Source: an optimization exercise on an open RTL-to-GDS flow (aim: small area). Production flows keep margins and buffers that such runs may drop. RTL that was checked went through simulation tests only; none was proved equivalent to the original. Function not checked in run 6: the RTL went through the layout flow alone. The clock cells of runs 1 to 5 come from the design's own scripts or RTL, not from TritonCTS. The flow treats the clock pin as an ideal source. Dropping or thinning the clock tree relies on that and would not hold on a real chip. Power is estimated from default activity; no workload was simulated.

File: design.v
module top(
    input logic clk,         
    input logic rst,         
    output logic RGB_R,      
    output logic RGB_G,      
    output logic RGB_B       
);
    localparam logic [15:0] DC_INIT = 16'hb6d4 ^ 16'haaaa;
    logic [15:0] dc;         
    logic [7:0]  pwm;        
    logic [2:0]  seg;        
    logic [5:0]  x;          
    wire upd_phase = (dc[15:3] == 13'h1555);    
    wire calc      = upd_phase & ~dc[1];        
    wire wrap      = upd_phase & dc[2];         
    wire fb        = dc[15] ^ dc[8] ^ dc[6] ^ dc[1];
    always_ff @(posedge clk) begin
        if (rst | wrap) dc <= DC_INIT;
        else            dc <= {~dc[14:0], fb};
    end
    always_ff @(posedge clk) begin
        if (rst)             pwm <= 8'd0;
        else if (!upd_phase) pwm <= pwm + 8'd1;
    end
    localparam logic [2:0] SEG0 = 3'd0;
    localparam logic [2:0] SEG1 = 3'd1;
    localparam logic [2:0] SEG2 = 3'd2;
    localparam logic [2:0] SEG3 = 3'd3;
    localparam logic [2:0] SEG4 = 3'd4;
    localparam logic [2:0] SEG5 = 3'd5;
    localparam logic [2:0] SEG_NONE = 3'd6;
    logic invalid, odd;
    logic [2:0] seg_next;
    logic ramp_gt, nz;
    wire x_last  = x[5] & x[4] & x[3] & x[1] & x[0];    
    always_ff @(posedge clk) begin
        if (rst) begin
            seg <= SEG_NONE;
            x   <= 6'd0;
        end else if (calc) begin
            x <= x_last ? 6'd0 : x + 6'd1;
            if (invalid | x_last)
                seg <= seg_next;
        end
    end
    wire [7:0] up = {x, 2'b00} + {4'b0, x[5:2]};
    wire [8:0] sum = {1'b0, pwm} + {1'b0, up ^ {8{~odd}}};
    assign ramp_gt = sum[8];
    assign nz = |pwm;
    always_comb begin
        case (seg)
            SEG0:     begin invalid = 1'b0; odd = 1'b0; seg_next = SEG1; {RGB_R, RGB_G, RGB_B} = {1'b0, ramp_gt, nz}; end
            SEG1:     begin invalid = 1'b0; odd = 1'b1; seg_next = SEG2; {RGB_R, RGB_G, RGB_B} = {ramp_gt, 1'b0, nz}; end
            SEG2:     begin invalid = 1'b0; odd = 1'b0; seg_next = SEG3; {RGB_R, RGB_G, RGB_B} = {nz, 1'b0, ramp_gt}; end
            SEG3:     begin invalid = 1'b0; odd = 1'b1; seg_next = SEG4; {RGB_R, RGB_G, RGB_B} = {nz, ramp_gt, 1'b0}; end
            SEG4:     begin invalid = 1'b0; odd = 1'b0; seg_next = SEG5; {RGB_R, RGB_G, RGB_B} = {ramp_gt, nz, 1'b0}; end
            SEG5:     begin invalid = 1'b0; odd = 1'b1; seg_next = SEG0; {RGB_R, RGB_G, RGB_B} = {1'b0, nz, ramp_gt}; end
            default:  begin invalid = 1'b1; odd = 1'b0; seg_next = SEG0; {RGB_R, RGB_G, RGB_B} = {nz, nz, nz}; end
        endcase
    end
endmodule
File: flow/run.sh
#!/bin/bash
# Own layout flow: the standard synthesis, then its combinational logic
# re-mapped by ABC for area (registers kept as they are, see resyn.py), then
# the standard floorplan and placement with small port buffers, a clock step
# of its own (clock.tcl: two clock buffers driven by the clock port), and the
# standard routing and finishing.
set -euo pipefail
R=orfs/results/sky130hd/top/base
LIB=$FLOW_HOME/platforms/sky130hd/lib/sky130_fd_sc_hd__tt_025C_1v80.lib
MAKE_VARS=(BUFFER_PORTS_ARGS="-buffer_cell sky130_fd_sc_hd__buf_1" RECOVER_POWER=100)

bash standard.sh synth > 1_synth_standard.log 2>&1
cp $R/1_2_yosys.v $R/1_2_yosys_standard.v

python3 flow/resyn.py $LIB $FLOW_HOME/platforms/sky130hd/config.mk "$FLOW_TOP" \
  $R/1_2_yosys_standard.v $R/1_2_yosys.v 16 "${NUM_CORES:-4}" > 1_resyn.log 2>&1
touch $R/1_2_yosys.v

bash standard.sh "${MAKE_VARS[@]}" place > 2_place_standard.log 2>&1

FLOW_RESULTS=$R FLOW_FLOW_DIR=flow CLOCK_BUF=sky130_fd_sc_hd__clkbuf_8 CLOCK_NBUF=2 \
  openroad -no_init -exit flow/clock.tcl > 3_clock.log 2>&1

bash standard.sh "${MAKE_VARS[@]}" finish > 4_route_standard.log 2>&1
File: flow/clock.tcl
# Clock tree step in place of ORFS's CTS: a few clock buffers driven by the
# clock port, each driving an equal share of the registers.
set R $::env(FLOW_RESULTS)
set P $::env(FLOW_HOME)/platforms/sky130hd
read_liberty $P/lib/sky130_fd_sc_hd__tt_025C_1v80.lib
read_db $R/3_place.odb
read_sdc $R/3_place.sdc
source $P/setRC.tcl
source $::env(FLOW_FLOW_DIR)/clock_buffers.tcl
my_clock_buffers $::env(CLOCK_BUF) $::env(CLOCK_NBUF)
detailed_placement
check_placement -verbose
set_propagated_clock [all_clocks]
estimate_parasitics -placement
report_clock_skew
report_checks -path_delay min_max
foreach p [get_pins */CLK] { puts "clock pin slew [get_full_name $p] [get_property $p slew_max]" }
write_db $R/4_1_cts.odb
write_sdc -no_timestamp $R/4_cts.sdc
File: flow/clock_buffers.tcl
# Clock distribution for a small design: the clock port drives NBUF clock
# buffers, each placed at the centroid of the clock sinks it drives. The sinks
# are split into NBUF groups of equal size by position (along the longer side
# of their bounding box), so all registers see about the same clock arrival.
proc my_clock_buffers { master_name nbuf } {
  set block [ord::get_db_block]
  set master [[ord::get_db] findMaster $master_name]
  set clknet [[$block findBTerm clk] getNet]
  set sinks {}
  set xs {}; set ys {}
  foreach it [$clknet getITerms] {
    set loc [[$it getInst] getLocation]
    lappend sinks [list $it [lindex $loc 0] [lindex $loc 1]]
    lappend xs [lindex $loc 0]; lappend ys [lindex $loc 1]
  }
  set xs [lsort -integer $xs]; set ys [lsort -integer $ys]
  set w [expr {[lindex $xs end] - [lindex $xs 0]}]
  set h [expr {[lindex $ys end] - [lindex $ys 0]}]
  set key [expr {$w >= $h ? 1 : 2}]
  set sinks [lsort -integer -index $key $sinks]
  set n [llength $sinks]
  for {set b 0} {$b < $nbuf} {incr b} {
    set lo [expr {($b * $n) / $nbuf}]
    set hi [expr {(($b + 1) * $n) / $nbuf - 1}]
    set net [odb::dbNet_create $block "clknet_leaf_$b"]
    $net setSigType CLOCK
    set sx 0; set sy 0
    foreach s [lrange $sinks $lo $hi] {
      lassign $s it x y
      set sx [expr {$sx + $x}]; set sy [expr {$sy + $y}]
      $it disconnect
      $it connect $net
    }
    set cnt [expr {$hi - $lo + 1}]
    set buf [odb::dbInst_create $block $master "clkbuf_leaf_$b"]
    [$buf findITerm A] connect $clknet
    [$buf findITerm X] connect $net
    $buf setLocation [expr {$sx / $cnt}] [expr {$sy / $cnt}]
    $buf setPlacementStatus PLACED
    puts "my_clock_buffers: $master_name clkbuf_leaf_$b drives $cnt sinks"
  }
}
File: flow/dff_stub.v
(* blackbox *)
module sky130_fd_sc_hd__dfxtp_1(input CLK, input D, output Q);
endmodule
File: flow/gen_models.py
# Write Verilog models of the combinational sky130hd cells from the liberty file.
import re,sys
lib=open(sys.argv[1]).read()
out=[]
# split into cells
for m in re.finditer(r'\n    cell \("(\w+)"\) \{(.*?)\n    \}', lib, re.S):
    name, body = m.group(1), m.group(2)
    if re.search(r'\n\s*(ff|latch|statetable)\s*\(', body): continue
    pins=[]; funcs={}
    for pm in re.finditer(r'\n        pin \("(\w+)"\) \{(.*?)\n        \}', body, re.S):
        pn, pb = pm.group(1), pm.group(2)
        d=re.search(r'direction : "(\w+)"',pb).group(1)
        f=re.search(r'function : "([^"]*)"',pb)
        pins.append((pn,d))
        if d=='output':
            if not f: break
            funcs[pn]=f.group(1)
    else:
        outs=[p for p,d in pins if d=='output']
        if not outs or any(o not in funcs for o in outs): continue
        if any('VPWR' in f or 'VGND' in f for f in funcs.values()): continue
        ports=", ".join(("input " if d=='input' else "output ")+p for p,d in pins)
        out.append("module %s(%s);"%(name,ports))
        for o in outs:
            f=funcs[o].replace('!','~').replace('+','|').replace('*','&')
            out.append("  assign %s = %s;"%(o,f))
        out.append("endmodule")
open(sys.argv[2],'w').write("\n".join(out)+"\n")
print(len([l for l in out if l.startswith('module')]),"models")
File: flow/resyn.py
#!/usr/bin/env python3
# Re-map the combinational logic of the standard synthesis netlist with ABC,
# keeping every register instance as it is. Several ABC runs (different
# random seeds of &deepsyn) are made and the one with the smallest cell area
# is kept.
# usage: resyn.py LIB PLATFORM_CONFIG TOP IN.v OUT.v NSEEDS NJOBS
import concurrent.futures as cf
import os, re, subprocess, sys

lib, platform_cfg, top, src, dst = sys.argv[1:6]
nseeds, njobs = int(sys.argv[6]), int(sys.argv[7])
here = os.path.dirname(os.path.abspath(__file__))

# cell areas from the liberty file
area = {}
cur = None
for line in open(lib):
    m = re.match(r'\s*cell\s*\(\s*"?(\w+)"?\s*\)', line)
    if m:
        cur = m.group(1)
        continue
    m = re.match(r'\s*area\s*:\s*([\d.]+)', line)
    if m and cur and cur not in area:
        area[cur] = float(m.group(1))

# the platform's don't-use cells
txt = open(platform_cfg).read()
blk = txt[txt.index('export DONT_USE_CELLS'):]
blk = blk[:blk.index('\n#')]
dont_use = " ".join("-dont_use " + c for c in re.findall(r'sky130_fd_sc_hd__\w+', blk))

subprocess.run([sys.executable, os.path.join(here, 'gen_models.py'), lib, 'resyn_models.v'], check=True)

def cost(v):
    return sum(area[c] for c in re.findall(r'^\s*(sky130_fd_sc_hd__\w+)\s', open(v).read(), re.M))

def run(seed):
    out = "resyn_seed%d.v" % seed
    script = ("+strash;&get,-n;&deepsyn,-I,1,-J,20,-S,%d;&put;"
              "&get,-n;&dch,-f;&nf,-p,-R,1000;&put" % seed)
    cmds = f"""
read_verilog resyn_models.v
read_verilog {here}/dff_stub.v
read_verilog {src}
hierarchy -top {top}
flatten
opt -purge
techmap
opt -fast
abc -script {script} -liberty {lib} {dont_use}
opt_clean -purge
setundef -zero
hilomap -singleton -hicell sky130_fd_sc_hd__conb_1 HI -locell sky130_fd_sc_hd__conb_1 LO
splitnets
opt_clean -purge
rename -hide w:*.*
write_verilog -noattr -nohex -nodec {out}
"""
    with open("resyn_seed%d.log" % seed, "w") as log:
        r = subprocess.run(["yosys", "-p", cmds], stdout=log, stderr=subprocess.STDOUT)
    if r.returncode != 0 or not os.path.exists(out):
        return (float('inf'), seed, out)
    return (cost(out), seed, out)

with cf.ThreadPoolExecutor(njobs) as ex:
    results = sorted(ex.map(run, range(nseeds)))
for a, s, o in results:
    print("seed %d: area %.2f" % (s, a))
best = results[0]
if best[0] == float('inf'):
    sys.exit("no ABC run succeeded")
pass
with open(best[2]) as f, open(dst, "w") as g:
    g.write(f.read())
File: standard.sh
#!/bin/bash
# synth_recipe.tcl (not shown) runs the flow's synth.tcl, then flattens the netlist and writes it again
# the make line also repeats each setting of config.mk as NAME=value (left out here)
make -C /OpenROAD-flow-scripts/flow DESIGN_CONFIG=/design/flow/config.mk WORK_HOME=/design/flow/orfs CLKGATE_MAP_FILE= SYNTH_SCRIPT=/design/flow/synth_recipe.tcl "${@:-finish}"
File: config.mk
export PLATFORM = sky130hd
export DESIGN_NAME = top
export DESIGN_NICKNAME = top
export VERILOG_FILES = /design/flow/design.v
export SDC_FILE = /design/flow/constraint.sdc
export NUM_CORES = 4
export LEC_CHECK = 0
export CAP_MARGIN = 20
export CORE_MARGIN = 2
export CORE_UTILIZATION = 40
export SLEW_MARGIN = 20
File: constraint.sdc
create_clock -name core_clock -period 14.0 [get_ports {clk}]
set_input_delay 2.8000 -clock core_clock [delete_from_list [all_inputs] [get_ports {clk}]]
set_output_delay 2.8000 -clock core_clock [all_outputs]
set_load 0.01 [all_outputs]
==> run_results.csv, run 1 <==
group,metric,value,unit
critical_path,cp-start-kind,"flip-flop",
place,place_inst,200,
timing,rsz0062_at_grt,"false",
critical_path,cp-end-kind,"output pin",
drt,dr.pass1.iters,4,
critical_path,cp_max_fo,7,
timing,final.min_clock_period,5310,ps
run_status,status,"no timing/DRC/antenna violations",
timing,finalClockSkew,13.5,ps
timing,fmax,188,MHz
synth,ys_warn_count,1,
critical_path,critPathKind,"reg -> out",
critical_path,cp.required,11200,ps
die,core,3130,µm²
die,die-area,3820,µm²
timing,timing.final.ws_setup,8690,ps
run,cap_violations,0,
drt,drt_wl_total,2.28,mm
place,dpl.hpwl,1.70,mm
timing,worst_pin_slew,800,ps
timing,timing.final.crit_share,37.9,%
die,pin_count,5,
drt,antenna_left,0,
timing,slew_violations,0,
place,portBuffers,4,
clocking,clkLatencyLatePin,160,ps
grt,grt_pass1_wl,3.88,mm
final_layout,regArea,661,µm²
die,start_util,42.7,%
grt,grt_usage,12.7,%
final_layout,final_nets,162,
drt,drt_iter0_drc,40,
timing,maxSlewHeadroom,46.6,%
die,rows,20,
grt,grt_max_degree,20,
synth,syn-num-nets,154,
grt,gr-total-overflow,0,
synth,synth_area,1340,µm²
final_layout,synthToLayoutAreaGrowth,7.30,%
timing,setup-tns-final,0,ps
power_and_ir_drop,ir_worst_vdd,0.0000524,V
die,die_w,61.8,µm
critical_path,arrival,2510,ps
drt,wire_per_inst,11.3,µm
power_and_ir_drop,leakage,0.550,nW
grt,grt_pass1_vias,903,
die,dieHeight,61.8,µm
final_layout,drive_gt1_share,1.27,%
synth,syn_avg_cell_area,8.79,µm²
power_and_ir_drop,p_per_area,104,nW/µm²
final_layout,n_antenna_cell,0,
synth,syn_inst,152,
place,post-place-ws,8900,ps
grt,antenna_found_initial,0,
hold_path,hp-class,"reg -> reg",
place,place_congestion,0.740,
timing,finalSetupViolations,0,
drt,vias,1039,
drt,viasPerCell,5.14,
clocking,cts.clk_slew.worst_paths,110,ps
timing,hold_viol,0,
power_and_ir_drop,finalPower,0.149,mW
final_layout,stdcell_count,202,
final_layout,fill_cells,310,
final_layout,multi_input_area,661,µm²
drt,drc,0,
-- critical path, cell delays in order, from the launching register on --
cell	delay [ps]
dfxtp_1	470
and3_1	230
nor2_1	50
nor2_1	230
xnor2_1	190
o22ai_1	110
a21oi_1	130
a21oi_1	60
nor2_1	110
a221oi_1	50
o21ai_0	250
clkinv_1	120
o21ai_0	170
buf_1	170
-- routing by layer --
| layer | routed length [µm] | share of wire [%] | global-route usage [%] | up-vias |
|---|---|---|---|---|
| li1 | - | - | - | 546 |
| met3 | 73 | 3.2 | 1.04 | 2 |
| met5 | 0 | 0 | 0 | - |
| met1 | 1230 | 54 | 19.5 | 474 |
| met4 | 26 | 1.1 | 1.52 | 0 |
| met2 | 952 | 42 | 20.0 | 17 |
-- layout make-up --
type | instances | share of cell area (%)
timing repair buffer | 4 | 1.05
multi-input combinational | 115 | 46.1
tap | 44 | 3.84
buffer | 2 | 1.92
inverter | 4 | 1.05
sequential | 33 | 46.1
-- through the flow --
stage / hold WS (ps) / instance area (µm²) / utilization (%)
3_3_place_gp: 347 / 1410 / 45.0
3_5_place_dp: 353 / 1410 / 45.0
6_report: 375 / 1430 / 45.8
2_1_floorplan: 343 / 1340 / -
5_1_grt: 390 / 1430 / 45.8
-- report_power, final --
part | switching, mW | internal [mW]
clock | 0.0233 | 0.0133
sequential | 0.00278 | 0.0981
combinational | 0.00644 | 0.00509
total | 0.0325 | 0.116
-- state kept, by name (all words and copies together) (netlist names) --
signal,count
pwm,8
dc,16
x,6
seg,3
-- final timing paths --
check	from	to	slack (ps)	cells after the start
min	dc[0]	dc[1]	370	1
max	x[4]	RGB_B	8690	13
max reg2reg	dc[10]	x[4]	11840	8
min reg2reg	dc[0]	dc[1]	370	1
-- layout by cell type, fill, tap and decap left out, drive strengths merged, types with 2 or more instances in the layout --
| cell type | n |
|---|---|
| o22ai | 2 |
| a22oi | 2 |
| nand3 | 2 |
| nand4b | 2 |
| a211oi | 2 |
| dfxtp | 33 |
| nand2 | 14 |
| xnor2 | 9 |
| nor2 | 24 |
| buf | 3 |
| o21ai | 5 |
| and3 | 6 |
| nor3b | 2 |
| clkinv | 4 |
| nor3 | 8 |
| xor2 | 7 |
| clkbuf | 3 |
| o21bai | 3 |
| a21oi | 14 |
==> inputs of run 2 (changes only) <==
--- a/flow/run.sh
+++ b/flow/run.sh
@@ -4,3 +4,3 @@
 # the standard floorplan and placement with small port buffers, a clock step
-# of its own (clock.tcl: two clock buffers driven by the clock port), and the
+# of its own (clock.tcl: one clock buffer driven by the clock port), and the
 # standard routing and finishing.
@@ -20,3 +20,3 @@
 
-FLOW_RESULTS=$R FLOW_FLOW_DIR=flow CLOCK_BUF=sky130_fd_sc_hd__clkbuf_8 CLOCK_NBUF=2 \
+FLOW_RESULTS=$R FLOW_FLOW_DIR=flow CLOCK_BUF=sky130_fd_sc_hd__clkbuf_16 CLOCK_NBUF=1 \
   openroad -no_init -exit flow/clock.tcl > 3_clock.log 2>&1
==> run 2 against run 1 <==
Against the previous run:
- first-iteration DRC count grew 57%
- die area is the same
- via count decreased by 1.2%
- critical endpoint unchanged
- worst hold slack improved by 5.6 ps
- synthesized cell count unchanged
- sequential share of layout area up 0.081 points
- sequential power is essentially flat
- final cell count is 0.50% lower
- flip-flop and latch count unchanged
- total power shrank 0.63%
- register-to-register slack hardly changed
- worst setup slack got worse by 9.1 ps
==> run_results.csv, run 2 <==
group,metric,value,unit
run_status,status,"no timing/DRC/antenna violations",
critical_path,cp-start-kind,"flip-flop",
grt,grt_pass1_vias,882,
final_layout,n_antenna_cell,0,
grt,antenna_found_initial,0,
synth,synth_area,1340,µm²
hold_path,hp-class,"reg -> reg",
die,die_w,61.8,µm
grt,gr-total-overflow,0,
place,portBuffers,4,
die,die-area,3820,µm²
critical_path,cp-end-kind,"output pin",
final_layout,largest_reg_flops,16,
final_layout,regMostFlops,"dc",
final_layout,final_nets,161,
final_layout,layout_commonest_cell,"dfxtp_1",
die,pin_count,5,
critical_path,r2r_start,"dc[10]",
final_layout,drive_gt1_share,0.637,%
drt,viasPerCell,5.11,
power_and_ir_drop,ir_worst_vdd,0.0000337,V
critical_path,cp_max_fo,7,
run,cap_violations,0,
drt,wire_per_inst,11.2,µm
final_layout,finish.instance_area,1430,µm²
grt,grt_usage,12.5,%
timing,final.min_clock_period,5320,ps
critical_path,crit_path_start,"x[4]",
final_layout,reg_top3,"dc: 16 flops, pwm: 8 flops, x: 6 flops",
timing,finalSetupViolations,0,
timing,timing.final.crit_share,38.0,%
timing,fmax,188,MHz
timing,rsz0062_at_grt,"false",
drt,drt_iter0_drc,63,
critical_path,regToRegEndpoint,"x[4]",
final_layout,synthToLayoutAreaGrowth,7.12,%
timing,finalClockSkew,3.59,ps
place,dpl.hpwl,1.70,mm
drt,antenna_left,0,
clocking,clkLatencyLatePin,170,ps
timing,hold_viol,0,
critical_path,reg2reg_slack,11830,ps
drt,vias,1027,
drt,drc,0,
die,rows,20,
synth,syn-num-nets,154,
critical_path,cp.required,11200,ps
die,core,3130,µm²
critical_path,setup.worst_path.end,"RGB_B",
timing,maxSlewHeadroom,47.2,%
timing,slew_violations,0,
synth,ys_warn_count,1,
critical_path,reg2reg_depth,8,
critical_path,arrival,2520,ps
synth,syn_inst,152,
grt,grt_pass1_wl,3.85,mm
place,place_congestion,0.740,
drt,dr.pass1.iters,4,
die,dieHeight,61.8,µm
timing,worst_pin_slew,791,ps
synth,syn_avg_cell_area,8.79,µm²
grt,grt_max_degree,34,
timing,setup-tns-final,0,ps
power_and_ir_drop,leakage,0.548,nW
final_layout,fill_cells,305,
place,placed_area,1410,µm²
drt,drt_wl_total,2.24,mm
die,start_util,42.7,%
final_layout,final_util,45.8,%
final_layout,final_cell_mix,"dfxtp_1, nor2_1, nand2_1, a21oi_1, xnor2_1",
power_and_ir_drop,p_per_area,103,nW/µm²
critical_path,critPathKind,"reg -> out",
clocking,cts.clk_slew.worst_paths,110,ps
-- run 2: through the flow --
| step | hold WS (ps) | cells | setup slack [ps] | power (mW) |
|---|---|---|---|---|
| after global routing | 395 | 201 | 8350 | 0.155 |
| after global placement | 347 | 200 | 9010 | 0.114 |
| final | 380 | 201 | 8680 | 0.148 |
| after detailed placement | 353 | 200 | 8900 | 0.115 |
| after floorplan | 343 | 152 | 9210 | 0.111 |
-- run 2: critical path, stage by stage, from the launching register on --
cell	delay, ps
dfxtp_1	470
and3_1	230
nor2_1	50
nor2_1	230
xnor2_1	190
o22ai_1	110
a21oi_1	130
a21oi_1	60
nor2_1	110
a221oi_1	50
o21ai_0	250
clkinv_1	120
o21ai_0	170
buf_1	170
-- run 2: worst min path at each step --
stage | from | end | cells after the start
floorplan | dc[0] | dc[1] | 1
global placement | dc[0] | dc[1] | 1
detailed placement | dc[0] | dc[1] | 1
global route | dc[0] | dc[1] | 1
finish | dc[0] | dc[1] | 1
-- run 2: layout make-up --
class                      instances  area (µm²)  share of cell area [%]
sequential                        33         661                    46.2
buffer                             1        25.0                    1.75
timing repair buffer               4        15.0                    1.05
inverter                           4        15.0                    1.05
multi-input combinational        115         661                    46.2
tap                               44        55.1                    3.85
-- run 2: where the power goes --
| group | total (mW) | switching, mW | internal [mW] |
|---|---|---|---|
| sequential | 0.101 | 0.00279 | 0.0981 |
| combinational | 0.0115 | 0.00643 | 0.00509 |
| clock | 0.0356 | 0.0223 | 0.0133 |
| total | 0.148 | 0.0315 | 0.117 |
-- run 2: metal layers --
layer | global-route usage (%) | vias up | wire (µm)
met5 | 0 | - | 0
met4 | 1.52 | 0 | 23
met3 | 1.04 | 2 | 70
met2 | 20.0 | 14 | 954
met1 | 19.1 | 464 | 1200
li1 | - | 547 | -
==> inputs of run 3 (changes only) <==
--- a/design.v
+++ b/design.v
@@ -7,3 +7,5 @@
 );
-    localparam logic [15:0] DC_INIT = 16'hb6d4 ^ 16'haaaa;
+    localparam logic [15:0] DC_INIT  = 16'hc206 ^ 16'haaaa;
+    localparam logic [15:0] UPD_MASK = 16'hf9df;
+    localparam logic [15:0] UPD_VAL  = (16'h01ff ^ 16'haaaa) & UPD_MASK;
     logic [15:0] dc;         
@@ -12,6 +14,6 @@
     logic [5:0]  x;          
-    wire upd_phase = (dc[15:3] == 13'h1555);    
-    wire calc      = upd_phase & ~dc[1];        
-    wire wrap      = upd_phase & dc[2];         
-    wire fb        = dc[15] ^ dc[8] ^ dc[6] ^ dc[1];
+    wire upd_phase = ((dc & UPD_MASK) == UPD_VAL);   
+    wire calc      = upd_phase & ~dc[9] & ~dc[10];   
+    wire wrap      = upd_phase & dc[10];   
+    wire fb        = ~(dc[15] ^ dc[8]);   
     always_ff @(posedge clk) begin
==> run 3 against run 2 <==
Against the previous run:
- clock skew rose by 1.7 ps
- final area fell by 1.5%
- maximum frequency rose by 3.9%
- worst setup slack improved by 200 ps
- critical endpoint is now RGB_G
- total power fell by 3.4%
- still clean on timing, DRC and antenna
==> run_results.csv, run 3 <==
group,metric,value,unit
hold_path,worstHoldPathCells,1,
timing,rsz0062_at_grt,"false",
final_layout,final_nets,165,
power_and_ir_drop,p_per_area,101,nW/µm²
critical_path,critPathKind,"reg -> out",
critical_path,cp-start-kind,"flip-flop",
die,rows,20,
synth,synth_area,1320,µm²
die,pin_count,5,
drt,drc,0,
die,die_w,61.3,µm
timing,final.min_clock_period,5120,ps
critical_path,cp-end-kind,"output pin",
final_layout,regMostFlops,"dc",
critical_path,r2r_start,"dc[15]",
hold_path,min_from,"dc[13]",
place,portBuffers,4,
final_layout,fill_cells,312,
power_and_ir_drop,p_clk_share,24.9,%
final_layout,final_cell_mix,"dfxtp_1, nor2_1, nand2_1",
synth,ys_warn_count,1,
critical_path,cp_max_fo,9,
clocking,clkLatencyLatePin,170,ps
power_and_ir_drop,switching_power,0.0297,mW
drt,vias,1045,
timing,fmax,195,MHz
synth,syn_avg_cell_area,8.43,µm²
run,cap_violations,0,
grt,gr-total-overflow,0,
place,dpl.hpwl,1.77,mm
critical_path,reg2reg_depth,10,
grt,grt_pass1_wl,4.11,mm
final_layout,drive_gt1_share,0.621,%
drt,viasPerCell,5.10,
power_and_ir_drop,seqPwrFrac,68.9,%
critical_path,arrival,2320,ps
hold_path,hold_path_end,"dc[14]",
final_layout,n_antenna_cell,0,
final_layout,layout_commonest_cell,"dfxtp_1",
critical_path,cp.required,11200,ps
place,placed_area,1390,µm²
drt,dr.pass1.iters,4,
die,start_util,42.7,%
timing,timing.final.ws_setup,8880,ps
timing,hold_viol,0,
power_and_ir_drop,ir_worst_vdd,0.0000447,V
final_layout,finish.instance_area,1410,µm²
timing,finalSetupViolations,0,
grt,grt_max_degree,34,
drt,wire_per_inst,11.4,µm
timing,slew_violations,0,
drt,antenna_left,0,
synth,syn_inst,156,
final_layout,reg_top3,"dc: 16 flops, pwm: 8 flops, x: 6 flops",
power_and_ir_drop,leakage,0.514,nW
timing,timing.final.crit_share,36.6,%
die,die-area,3760,µm²
clocking,cts.clk_slew.worst_paths,110,ps
hold_path,hp-class,"reg -> reg",
drt,drt_wl_total,2.33,mm
run_status,status,"no timing/DRC/antenna violations",
grt,antenna_found_initial,0,
synth,syn-num-nets,158,
critical_path,reg2reg_slack,11020,ps
place,place_congestion,0.768,
critical_path,regToRegEndpoint,"seg[2]",
grt,grt_usage,13.8,%
power_and_ir_drop,swShare,20.8,%
final_layout,synthToLayoutAreaGrowth,7.23,%
grt,grt_pass1_vias,935,
timing,setup-tns-final,0,ps
timing,worst_pin_slew,606,ps
power_and_ir_drop,combPwrFrac,6.1,%
drt,drt_iter0_drc,49,
place,post-place-ws,9120,ps
power_and_ir_drop,p_int,0.113,mW
final_layout,largest_reg_flops,16,
timing,maxSlewHeadroom,59.6,%
timing,finalClockSkew,5.26,ps
die,dieHeight,61.3,µm
die,core,3080,µm²
[run 3: cell type report]
type / instances / area, µm² / share of cell area (%)
plain buffers: 1 / 25.0 / 1.77
inverters: 1 / 3.75 / 0.266
flip-flops and latches: 33 / 661 / 46.9
repair buffers: 4 / 15.0 / 1.06
well taps: 44 / 55.1 / 3.90
multi-input cells: 122 / 651 / 46.1
[run 3: through the flow]
stage               power (mW)  std cells  util [%]  hold slack (ps)
floorplan                0.106        156         -              358
global placement         0.109        204      45.0              361
detailed placement       0.109        204      45.0              367
global route             0.149        205      45.8              412
finish                   0.143        205      45.8              394
[run 3: worst max path at each step]
stage | startpoint | endpoint | slack (ps)
finish | seg[0] | RGB_G | 8880
global route | seg[0] | RGB_G | 8600
detailed placement | seg[0] | RGB_G | 9120
global placement | seg[0] | RGB_B | 9140
floorplan | seg[0] | RGB_G | 9350
[run 3: critical path, cell delays in order (launching register included)]
cell and delay [ps]:
dfxtp_1 570, xor2_1 290, xnor2_1 180, nor2_1 50, o21ai_0 170, a21oi_1 50
o21ai_0 150, o21ai_0 100, a21oi_1 140, a21oi_1 70, o21ai_0 190, buf_1 170
[run 3: power by group through the flow]
| stage | clock network [mW] | logic, mW | registers [mW] |
|---|---|---|---|
| 6_report | 0.0356 | 0.00877 | 0.0986 |
| 5_1_grt | 0.0394 | 0.0103 | 0.0990 |
| 3_5_place_dp | 0 | 0.00887 | 0.101 |
| 3_3_place_gp | 0 | 0.00871 | 0.101 |
| 2_1_floorplan | 0 | 0.00621 | 0.100 |
[run 3: routing by layer]
layer / wire length [µm] / track usage [%] / part of all wire, %
met2: 1030 / 23.6 / 44
met4: 16 / 1.22 / 0.69
met5: 0 / 0 / 0
met3: 44 / 0.630 / 1.9
met1: 1240 / 20.1 / 53
==> inputs of run 4 (changes only) <==
--- a/flow/run.sh
+++ b/flow/run.sh
@@ -4,3 +4,3 @@
 # the standard floorplan and placement with small port buffers, a clock step
-# of its own (clock.tcl: one clock buffer driven by the clock port), and the
+# of its own (clock.tcl: two clock buffers driven by the clock port), and the
 # standard routing and finishing.
@@ -15,3 +15,3 @@
 python3 flow/resyn.py $LIB $FLOW_HOME/platforms/sky130hd/config.mk "$FLOW_TOP" \
-  $R/1_2_yosys_standard.v $R/1_2_yosys.v 16 "${NUM_CORES:-4}" > 1_resyn.log 2>&1
+  $R/1_2_yosys_standard.v $R/1_2_yosys.v 64 "${NUM_CORES:-4}" > 1_resyn.log 2>&1
 touch $R/1_2_yosys.v
@@ -20,3 +20,3 @@
 
-FLOW_RESULTS=$R FLOW_FLOW_DIR=flow CLOCK_BUF=sky130_fd_sc_hd__clkbuf_16 CLOCK_NBUF=1 \
+FLOW_RESULTS=$R FLOW_FLOW_DIR=flow CLOCK_BUF=sky130_fd_sc_hd__buf_6 CLOCK_NBUF=2 \
   openroad -no_init -exit flow/clock.tcl > 3_clock.log 2>&1
==> run 4 against run 3 <==
Against the previous run:
- final cell count fell by 2.0%
- sequential power barely moved
- die area barely moved
- worst setup slack worse by 150 ps
- area after synthesis hardly changed
- clock power down 2%
- critical path depth increased by 2
- highest routed layer unchanged
- total power fell by 0.62%
- register-to-register slack better by 110 ps
- critical path type unchanged
- first-iteration DRC count decreased by 12%
- flip-flop and latch count unchanged
==> run_results.csv, run 4 <==
group,metric,value,unit
final_layout,final_nets,161,
timing,final.min_clock_period,5270,ps
final_layout,regMostFlops,"dc",
final_layout,layout_commonest_cell,"dfxtp_1",
die,die_w,61.3,µm
timing,finalSetupViolations,0,
grt,grt_pass1_wl,4.25,mm
final_layout,fill_cells,327,
power_and_ir_drop,leakage,0.536,nW
critical_path,cp.required,11200,ps
final_layout,final_cell_mix,"dfxtp_1, nor2_1, nand2_1",
final_layout,n_antenna_cell,0,
die,dieHeight,61.3,µm
clocking,cts.clk_slew.worst_paths,100,ps
place,placed_area,1380,µm²
power_and_ir_drop,ir_worst_vdd,0.0000399,V
synth,synth_area,1310,µm²
synth,syn_inst,151,
die,pin_count,5,
timing,worst_pin_slew,546,ps
place,place_inst,199,
grt,grt_usage,14.2,%
drt,wire_per_inst,11.5,µm
final_layout,largest_reg_flops,16,
run_status,status,"no timing/DRC/antenna violations",
die,die-area,3760,µm²
critical_path,cp_max_fo,9,
timing,setup-tns-final,0,ps
final_layout,reg_top3,"dc: 16 flops, pwm: 8 flops, x: 6 flops",
timing,finalClockSkew,13.0,ps
grt,grt_max_degree,18,
final_layout,finish.instance_area,1410,µm²
clocking,clkLatencyLatePin,140,ps
drt,viasPerCell,5.10,
grt,antenna_found_initial,0,
timing,maxSlewHeadroom,63.3,%
drt,drc,0,
synth,syn-num-nets,153,
critical_path,critPathKind,"reg -> out",
timing,timing.final.ws_setup,8730,ps
timing,hold_viol,0,
final_layout,drive_gt1_share,1.27,%
place,portBuffers,4,
die,start_util,42.7,%
synth,ys_warn_count,1,
place,place_congestion,0.762,
drt,dr.pass1.iters,4,
critical_path,cp-start-kind,"flip-flop",
timing,slew_violations,0,
drt,vias,1025,
place,post-place-ws,8920,ps
timing,timing.hold.ws,392,ps
drt,drt_wl_total,2.31,mm
final_layout,synthToLayoutAreaGrowth,7.05,%
hold_path,hp-class,"reg -> reg",
drt,drt_iter0_drc,43,
final_layout,stdcell_count,201,
critical_path,arrival,2470,ps
timing,rsz0062_at_grt,"false",
die,core,3080,µm²
die,rows,20,
grt,gr-total-overflow,0,
synth,syn_avg_cell_area,8.70,µm²
grt,grt_pass1_vias,946,
power_and_ir_drop,p_per_area,101,nW/µm²
timing,fmax,190,MHz
critical_path,cp-end-kind,"output pin",
place,dpl.hpwl,1.72,mm
drt,antenna_left,0,
run,cap_violations,0,
timing,timing.final.crit_share,37.6,%
## run 4: layout make-up
| cell class | instances | area, µm² | share of cell area [%] |
|---|---|---|---|
| well taps | 44 | 55.1 | 3.91 |
| flip-flops and latches | 33 | 661 | 47.0 |
| inverters | 3 | 11.3 | 0.801 |
| plain buffers | 2 | 22.5 | 1.60 |
| repair buffers | 4 | 15.0 | 1.07 |
| multi-input cells | 115 | 642 | 45.6 |
## run 4: final timing paths
| path | startpoint | to | slack (ps) | cells past startpoint |
|---|---|---|---|---|
| setup reg to reg | dc[15] | seg[2] | 11130 | 8 |
| hold reg to reg | dc[13] | dc[14] | 390 | 1 |
| hold / removal | dc[13] | dc[14] | 390 | 1 |
| setup / recovery | x[4] | RGB_B | 8730 | 13 |
## run 4: where the power goes
| part | total [mW] | internal (mW) | leakage (nW) | switching [mW] |
|---|---|---|---|---|
| Combinational | 0.00885 | 0.00338 | 0.254 | 0.00548 |
| Sequential | 0.0984 | 0.0966 | 0.270 | 0.00184 |
| Clock | 0.0348 | 0.0116 | 0.0121 | 0.0233 |
## run 4: routing by layer
layer	vias to the layer above	wire length, µm	track usage, %
met1	472	1210	21.6
met4	0	19	1.24
met5	-	0	0
li1	547	-	-
met3	2	47	0.840
met2	4	1040	22.9
## run 4: worst max-delay path, cell delays in order, from the launching register on
cell      delay, ps
dfxtp_1         510
and3_1          230
nor2_1           40
nor2_1          230
xnor2_1         180
o22ai_1         100
a21oi_1         130
a21oi_1          50
nor2_1           90
a221oi_1         50
o21ai_0         260
clkinv_1        120
o21ai_0         170
buf_1           170
## run 4: through the flow
stage          total power [mW]  util (%)
2_1_floorplan             0.106         -
5_1_grt                   0.149      45.7
6_report                  0.142      45.7
3_5_place_dp              0.110      45.0
3_3_place_gp              0.109      45.0
==> inputs of run 5 (changes only) <==
--- a/flow/resyn.py
+++ b/flow/resyn.py
@@ -4,3 +4,4 @@
 # random seeds of &deepsyn) are made and the one with the smallest cell area
-# is kept.
+# is kept. ABC's mfs3 uses only combinational don't-cares (registers are free
+# inputs), so the result is combinationally equivalent to the input.
 # usage: resyn.py LIB PLATFORM_CONFIG TOP IN.v OUT.v NSEEDS NJOBS
@@ -39,3 +40,3 @@
     script = ("+strash;&get,-n;&deepsyn,-I,1,-J,20,-S,%d;&put;"
-              "&get,-n;&dch,-f;&nf,-p,-R,1000;&put" % seed)
+              "&get,-n;&dch,-f;&nf,-p,-R,1000;&put;mfs3,-a;mfs3,-ar" % seed)
     cmds = f"""
==> run 5 against run 4 <==
Against the previous run:
- still clean
- sequential power hardly changed
- first-iteration DRC count grew 14%
- maximum frequency is 0.30% lower
- critical path depth unchanged
- clock power is 1% higher
- total power grew 0.29%
- area after synthesis fell by 0.48%
- clock skew shrank 1.3 ps
- routed wire length increased by 3.4%
- die area fell by 0.44%
- highest routed layer unchanged
==> run_results.csv, run 5 <==
group,metric,value,unit
grt,grt_usage,13.8,%
drt,wire_per_inst,11.8,µm
run_status,status,"no timing/DRC/antenna violations",
final_layout,final_nets,162,
clocking,clkLatencyLatePin,140,ps
grt,grt_pass1_wl,4.10,mm
final_layout,final_cell_mix,"dfxtp_1, nor2_1, nand2_1",
die,die-area,3740,µm²
power_and_ir_drop,leakage,0.519,nW
synth,syn_avg_cell_area,8.60,µm²
die,start_util,42.5,%
drt,vias,1064,
final_layout,regMostFlops,"dc",
final_layout,finish.instance_area,1400,µm²
grt,grt_max_degree,18,
timing,slew_violations,0,
clocking,cts.clk_slew.worst_paths,110,ps
drt,drt_iter0_drc,49,
timing,timing.final.ws_setup,8720,ps
timing,finalSetupViolations,0,
die,die_w,61.2,µm
final_layout,drive_gt1_share,1.27,%
power_and_ir_drop,p_per_area,102,nW/µm²
place,placed_area,1380,µm²
timing,timing.hold.ws,394,ps
synth,syn-num-nets,154,
timing,setup-tns-final,0,ps
timing,timing.final.crit_share,37.7,%
grt,gr-total-overflow,0,
die,pin_count,5,
drt,antenna_left,0,
critical_path,cp.required,11200,ps
die,core,3080,µm²
power_and_ir_drop,finalPower,0.142,mW
power_and_ir_drop,ir_worst_vdd,0.0000544,V
place,dpl.hpwl,1.79,mm
drt,viasPerCell,5.27,
hold_path,hp-class,"reg -> reg",
die,dieHeight,61.2,µm
timing,finalClockSkew,11.7,ps
final_layout,layout_commonest_cell,"dfxtp_1",
critical_path,critPathKind,"reg -> out",
drt,drt_wl_total,2.39,mm
critical_path,cp-end-kind,"output pin",
place,place_congestion,0.824,
final_layout,synthToLayoutAreaGrowth,7.08,%
drt,dr.pass1.iters,4,
synth,ys_warn_count,1,
synth,synth_area,1310,µm²
final_layout,n_antenna_cell,0,
critical_path,cp_max_fo,9,
critical_path,cp-start-kind,"flip-flop",
grt,grt_pass1_vias,920,
timing,maxSlewHeadroom,52.4,%
place,portBuffers,4,
die,rows,20,
drt,drc,0,
timing,final.min_clock_period,5280,ps
timing,hold_viol,0,
timing,fmax,189,MHz
final_layout,reg_top3,"dc: 16 flops, pwm: 8 flops, x: 6 flops",
run,cap_violations,0,
timing,worst_pin_slew,707,ps
timing,rsz0062_at_grt,"false",
grt,antenna_found_initial,0,
place,post-place-ws,8930,ps
final_layout,largest_reg_flops,16,
critical_path,arrival,2480,ps
synth,syn_inst,152,
## run 5: cell type report
class | instances | area [µm²]
tap | 44 | 55.1
sequential | 33 | 661
fill | 313 | 1680
timing repair buffer | 4 | 15.0
multi-input combinational | 116 | 636
buffer | 2 | 22.5
inverter | 3 | 11.3
## run 5: critical path, stage by stage, from the launching register on
cell      delay [ps]
dfxtp_1          520
and3_1           220
nor2_1            40
nor2_1           230
xnor2_1          180
o22ai_1          100
a21oi_1          130
a21oi_1           50
nor2_1            90
a221oi_1          50
o21ai_0          270
clkinv_1         120
o21ai_0          180
buf_1            170
## run 5: through the flow
step | cells | utilization [%]
2_1_floorplan | 152 | -
3_3_place_gp | 200 | 44.8
3_5_place_dp | 200 | 44.8
5_1_grt | 202 | 45.5
6_report | 202 | 45.5
## run 5: layer usage
| metal | share of wire, % | track usage (%) | wire, µm |
|---|---|---|---|
| met2 | 45 | 22.9 | 1070 |
| met5 | 0 | 0 | 0 |
| met1 | 52 | 20.4 | 1240 |
| met4 | 1.0 | 1.55 | 25 |
| met3 | 2.3 | 0.840 | 55 |
## run 5: path summary, 6_finish.rpt
check	from	end	slack, ps	depth (start not counted)
setup / recovery	x[4]	RGB_B	8720	13
hold / removal	dc[5]	dc[6]	390	1
setup reg to reg	dc[15]	seg[2]	11440	8
hold reg to reg	dc[5]	dc[6]	390	1
## run 5: power by group
| group | total [mW] | internal (mW) | switching, mW |
|---|---|---|---|
| Clock | 0.0352 | 0.0116 | 0.0237 |
| Combinational | 0.00883 | 0.00330 | 0.00554 |
| Sequential | 0.0984 | 0.0966 | 0.00187 |
| Total | 0.142 | 0.111 | 0.0311 |
==> inputs of run 6 (changes only) <==
==> design.v (replaced) <==
module top(
    input logic clk,         
    input logic rst,         
    output logic RGB_R,      
    output logic RGB_G,      
    output logic RGB_B       
);
    localparam CLK_FREQ = 12_000_000;  
    localparam PWM_RESOLUTION = 8;   
    localparam PWM_MAX = (1 << PWM_RESOLUTION) - 1;   
    localparam PWM_CYCLES = 256;   
    localparam DEGREES_MAX = 360;
    localparam CYCLES_PER_DEGREE = CLK_FREQ / DEGREES_MAX;   
    typedef enum logic [1:0] {
        STATE_PWM_COUNT,
        STATE_DEGREE_COUNT,
        STATE_HSV_CALC,
        STATE_PWM_OUTPUT
    } state_t;
    logic [PWM_RESOLUTION-1:0] pwm_counter;
    logic [PWM_RESOLUTION-1:0] red_pwm_value, green_pwm_value, blue_pwm_value;
    logic [31:0] degree_counter;
    logic [8:0] current_degree;
    state_t current_state;
    state_t next_state;
    always_ff @(posedge clk) begin
        if (rst) current_state <= STATE_PWM_COUNT;
        else current_state <= next_state;
    end
    always_comb begin  
        case (current_state)
            STATE_PWM_COUNT: begin
                if (degree_counter == CYCLES_PER_DEGREE - 1) begin
                    next_state = STATE_DEGREE_COUNT;
                end else begin
                    next_state = STATE_PWM_COUNT;
                end
            end
            STATE_DEGREE_COUNT: begin
                next_state = STATE_HSV_CALC;
            end
            STATE_HSV_CALC: begin
                next_state = STATE_PWM_OUTPUT;
            end
            STATE_PWM_OUTPUT: begin
                next_state = STATE_PWM_COUNT;
            end
            default: begin
                next_state = STATE_PWM_COUNT;
            end
        endcase
    end
    always_ff @(posedge clk) begin
        if (rst) begin
            pwm_counter <= 0;
            degree_counter <= 0;
            current_degree <= 0;
            red_pwm_value <= 0;
            green_pwm_value <= 0;
            blue_pwm_value <= 0;
        end else
        case (current_state)
            STATE_PWM_COUNT: begin
                pwm_counter <= pwm_counter + 1;                
                if (degree_counter == CYCLES_PER_DEGREE - 1) begin
                    degree_counter <= 0;
                end else begin
                    degree_counter <= degree_counter + 1;
                end
            end
            STATE_DEGREE_COUNT: begin
                if (current_degree == DEGREES_MAX - 1) begin
                    current_degree <= 0;
                end else begin
                    current_degree <= current_degree + 1;
                end
            end
            STATE_HSV_CALC: begin
                if (current_degree < 60) begin
                    red_pwm_value <= PWM_MAX;
                end else if (current_degree < 120) begin
                    red_pwm_value <= PWM_MAX - ((current_degree - 60) * PWM_MAX / 60);
                end else if (current_degree < 240) begin
                    red_pwm_value <= 0;
                end else if (current_degree < 300) begin
                    red_pwm_value <= (current_degree - 240) * PWM_MAX / 60;
                end else begin
                    red_pwm_value <= PWM_MAX;
                end
                if (current_degree < 60) begin
                    green_pwm_value <= current_degree * PWM_MAX / 60;
                end else if (current_degree < 180) begin
                    green_pwm_value <= PWM_MAX;
                end else if (current_degree < 240) begin
                    green_pwm_value <= PWM_MAX - ((current_degree - 180) * PWM_MAX / 60);
                end else begin
                    green_pwm_value <= 0;
                end
                if (current_degree < 120) begin
                    blue_pwm_value <= 0;
                end else if (current_degree < 180) begin
                    blue_pwm_value <= (current_degree - 120) * PWM_MAX / 60;
                end else if (current_degree < 300) begin
                    blue_pwm_value <= PWM_MAX;
                end else begin
                    blue_pwm_value <= PWM_MAX - ((current_degree - 300) * PWM_MAX / 60);
                end
            end
            STATE_PWM_OUTPUT: begin
            end
        endcase
    end
    assign RGB_R = (pwm_counter > red_pwm_value) ? 1'b1 : 1'b0;
    assign RGB_G = (pwm_counter > green_pwm_value) ? 1'b1 : 1'b0;
    assign RGB_B = (pwm_counter > blue_pwm_value) ? 1'b1 : 1'b0;
endmodule
==> run.sh (new file) <==
#!/bin/bash
# synth_recipe.tcl (not shown) runs the flow's synth.tcl, then flattens the netlist and writes it again
# the make line also repeats each setting of config.mk as NAME=value (left out here)
make -C /OpenROAD-flow-scripts/flow DESIGN_CONFIG=/design/flow/config.mk WORK_HOME=/design/flow/orfs CLKGATE_MAP_FILE= SYNTH_SCRIPT=/design/flow/synth_recipe.tcl finish
removed: flow/run.sh
removed: flow/clock.tcl
removed: flow/clock_buffers.tcl
removed: flow/dff_stub.v
removed: flow/gen_models.py
removed: flow/resyn.py
removed: standard.sh
==> run 6 against run 5 <==
Against the previous run:
- still clean on timing, DRC and antenna
- area after synthesis increased to 21 times the previous value
- worst hold slack improved by 71 ps
- combinational power grew to 2.8 times the previous value
- total power rose to 3.5 times the previous value
- via count rose to 24 times the previous value
- sequential power increased by 120%
- critical path depth is 24 higher
- maximum frequency is 59% lower
- clock skew is 1.0 ps higher
- final area grew to 21 times the previous value
- routed wire length increased to 31 times the previous value
- utilization decreased by 3.8 points
- largest cell class is now multi-input gates
==> run_results.csv, run 6 <==
group,metric,value,unit
power_and_ir_drop,leakage,12.8,nW
final_layout,regMostFlops,"degree_counter",
synth,ys_warn_count,1,
final_layout,drive_gt1_share,7.22,%
drt,antenna_left,0,
synth,syn-num-nets,4028,
drt,top_layer,"met4",
power_and_ir_drop,p_per_area,17.0,nW/µm²
drt,vias,25800,
grt,grt_usage,20.4,%
die,die_w,269,µm
grt,grt_pass1_vias,24100,
clocking,cts_buffers,9,
clocking,cts_buffer_depth,2,
grt,antenna_found_initial,0,
die,core,69800,µm²
drt,wl_met3,3.49,mm
clocking,cts_setup_buffers,0,
die,start_util,40.3,%
drt,drc,0,
synth,yosysSeqAreaShare,5.35,%
synth,syn_avg_cell_area,7.87,µm²
place,placed_area,28800,µm²
synth,yosysTopAreaCell,"fa_1",
drt,viasPerCell,5.81,
critical_path,cp-start-kind,"flip-flop",
drt,wl_met2,33.9,mm
synth,yosys-top-cells-area,"fa_1, ha_1, inv_1",
die,dieHeight,269,µm
final_layout,final_cell_mix,"inv_1, nand2_1, ha_1",
final_layout,synthToLayoutAreaGrowth,3.63,%
clocking,cts_htree_levels,3,
die,pin_count,5,
drt,wl_met1,36.2,mm
synth,synth-seq-cells,75,
timing,rsz0062_at_grt,"false",
grt,grt_max_degree,38,
critical_path,critPathMaxStageDelay,940,ps
final_layout,fill_cells,7167,
synth,async_flop_share,0,%
grt,grt_pass1_wl,123,mm
drt,drt_wl_total,74.8,mm
synth,synth_top_area_share,15.4,%
synth,syn_inst,3569,
place,place_congestion,0.931,
power_and_ir_drop,ir_worst_vdd,0.0000564,V
hold_path,hp-class,"reg -> reg",
clocking,cts_sinks,75,
clocking,cts.clk_slew.worst_paths,80,ps
critical_path,worst_path_max_delay_cell,"dfxtp_1",
timing,finalClockSkew,12.7,ps
final_layout,final_nets,3958,
critical_path,path_common_cell,"inv_1",
place,portBuffers,4,
final_layout,n_antenna_cell,0,
timing,maxSlewHeadroom,23.2,%
clocking,clkLatencyLatePin,370,ps
run,cap_violations,0,
clocking,cts_tree,"done",
timing,setup-tns-final,0,ps
final_layout,reg_top3,"degree_counter: 32 flops, current_degree: 9 flops",
clocking,holdBufCountCts,0,
final_layout,finish.instance_area,29100,µm²
synth,synthFlopType,"dfxtp_1",
grt,gr-total-overflow,0,
clocking,root_buffer,"clkbuf_16",
synth,yosys.cell_types.count,159,
synth,yosys-top-cells-count,"inv_1, nand2_1, ha_1",
final_layout,largest_reg_flops,32,
critical_path,critPathKind,"reg -> reg",
synth,synth-edff-count,0,
timing,fmax,78.0,MHz
synth,synth_area,28100,µm²
clocking,cts_resized,0,
place,dpl.hpwl,61.9,mm
final_layout,layout_commonest_cell,"inv_1",
critical_path,cp.required,14230,ps
critical_path,cp_max_fo,17,
run_status,status,"no timing/DRC/antenna violations",
timing,slew_violations,0,
timing,timing.final.crit_share,91.5,%
critical_path,cp_top_family,"compound AO/OA/AOI/OAI gates",
die,die-area,72400,µm²
synth,yosysMostFrequentCell,"inv_1",
drt,dr.pass1.iters,5,
timing,worst_pin_slew,1140,ps
timing,hold_viol,0,
timing,timing.hold.ws,465,ps
timing,finalSetupViolations,0,
critical_path,arrival,13050,ps
timing,final.min_clock_period,12820,ps
critical_path,crit_buf_inv,6,
critical_path,cp-end-kind,"flip-flop",
die,rows,97,
drt,wire_per_inst,16.8,µm
drt,drt_iter0_drc,1734,
## run 6: cell count changes in the layout (fill, tap and decap cells not counted), moves of 198 or more
cell | previous run | this run
nand2_1 | 16 | 258
a21oi_1 | 15 | 213
nor2_1 | 24 | 223
inv_1 | 0 | 483
ha_1 | 0 | 241
fa_1 | 0 | 216
## run 6: power by group
part	internal (mW)	switching, mW
combinational	0.0111	0.0133
clock	0.141	0.112
sequential	0.215	0.00257
total	0.367	0.128
## run 6: worst paths after layout
path | start | end | slack [ps] | cells after the start
setup / recovery | current_degree[6] | blue_pwm_value[1] | 1180 | 37
hold / removal | green_pwm_value[2] | green_pwm_value[2] | 470 | 2
setup reg to reg | current_degree[6] | blue_pwm_value[1] | 1180 | 37
hold reg to reg | green_pwm_value[2] | green_pwm_value[2] | 470 | 2
## run 6: layout make-up
| type | instances | area [µm²] | share of cell area [%] |
|---|---|---|---|
| well taps | 940 | 1180 | 4.04 |
| clock buffers | 9 | 225 | 0.774 |
| inverters | 489 | 1840 | 6.32 |
| multi-input cells | 2904 | 24100 | 82.9 |
| clock inverters | 7 | 82.6 | 0.284 |
| repair buffers | 20 | 160 | 0.550 |
| flip-flops and latches | 75 | 1500 | 5.16 |
## run 6: metrics by stage
step | utilization, % | setup WS [ps] | total power [mW] | cells
after floorplan | - | 2910 | 0.238 | 3569
after global placement | 41.2 | 1340 | 0.247 | 4428
after detailed placement | 41.3 | 1430 | 0.247 | 4428
after CTS | 41.7 | 1380 | 0.500 | 4444
after global routing | 41.7 | 201 | 0.512 | 4444
final | 41.7 | 1180 | 0.496 | 4444
## run 6: metal layers
layer  track usage [%]  vias to the layer above
li1                  -                    12800
met1              28.9                    12400
met2              33.8                      577
met3              2.24                       63
met4              3.63                        0
met5                 0                        -
## run 6: logic make-up (layout without fill, tap and decap cells)
logic type	Yosys count	count (layout)	synth area share (%)
buffers and inverters	590	525	8.85
xor gates and xnor gates	266	266	8.60
AOI/OAI and AO/OA	1113	1113	30.0
and+or+nand+nor	1000	1000	18.3
adders and majority gates	461	461	26.3
DFF	75	75	5.35
muxes	64	64	2.61
## run 6: worst min-delay path: cells and delay by family, from the launching register on
kind	cells	cell delay [ps]
AO/OA/AOI/OAI	1	50
AND/OR/NAND/NOR	1	60
flip-flops	1	310

==> port drivers added, routing unchanged <==
No port has a modelled driver above. Below, the same layouts with a new extraction and two added sets of constraints.
Step 1: set_driving_cell puts a clkbuf_16 on clk and a buf_2 on each other input, an assumption about the parent block.
Step 2 moves the port delays by t, midway between the first and last clock arrival at a register: inputs arrive t later, outputs are due t later. That takes back most of the time a late clock gives input paths.
a / b / c = ideal / step 1 / step 2; a / b = the first two.
run | t, ns | setup slack, ns | worst data-port slew with drivers (ns) | pins driven straight from the clock port
run 1 | 0.187 | 8.690 / 8.657 / 8.844 | 0.03 | 2
run 2 | 0.200 | 8.680 / 8.650 / 8.850 | 0.03 | 1
run 3 | 0.200 | 8.878 / 8.848 / 9.048 | 0.03 | 1
run 4 | 0.165 | 8.731 / 8.699 / 8.864 | 0.03 | 2
run 5 | 0.170 | 8.716 / 8.680 / 8.850 | 0.03 | 2
run 6 | 0.400 | 1.184 / 1.184 / 1.184 | 0.03 | 1
After both steps every run listed still meets setup and hold.
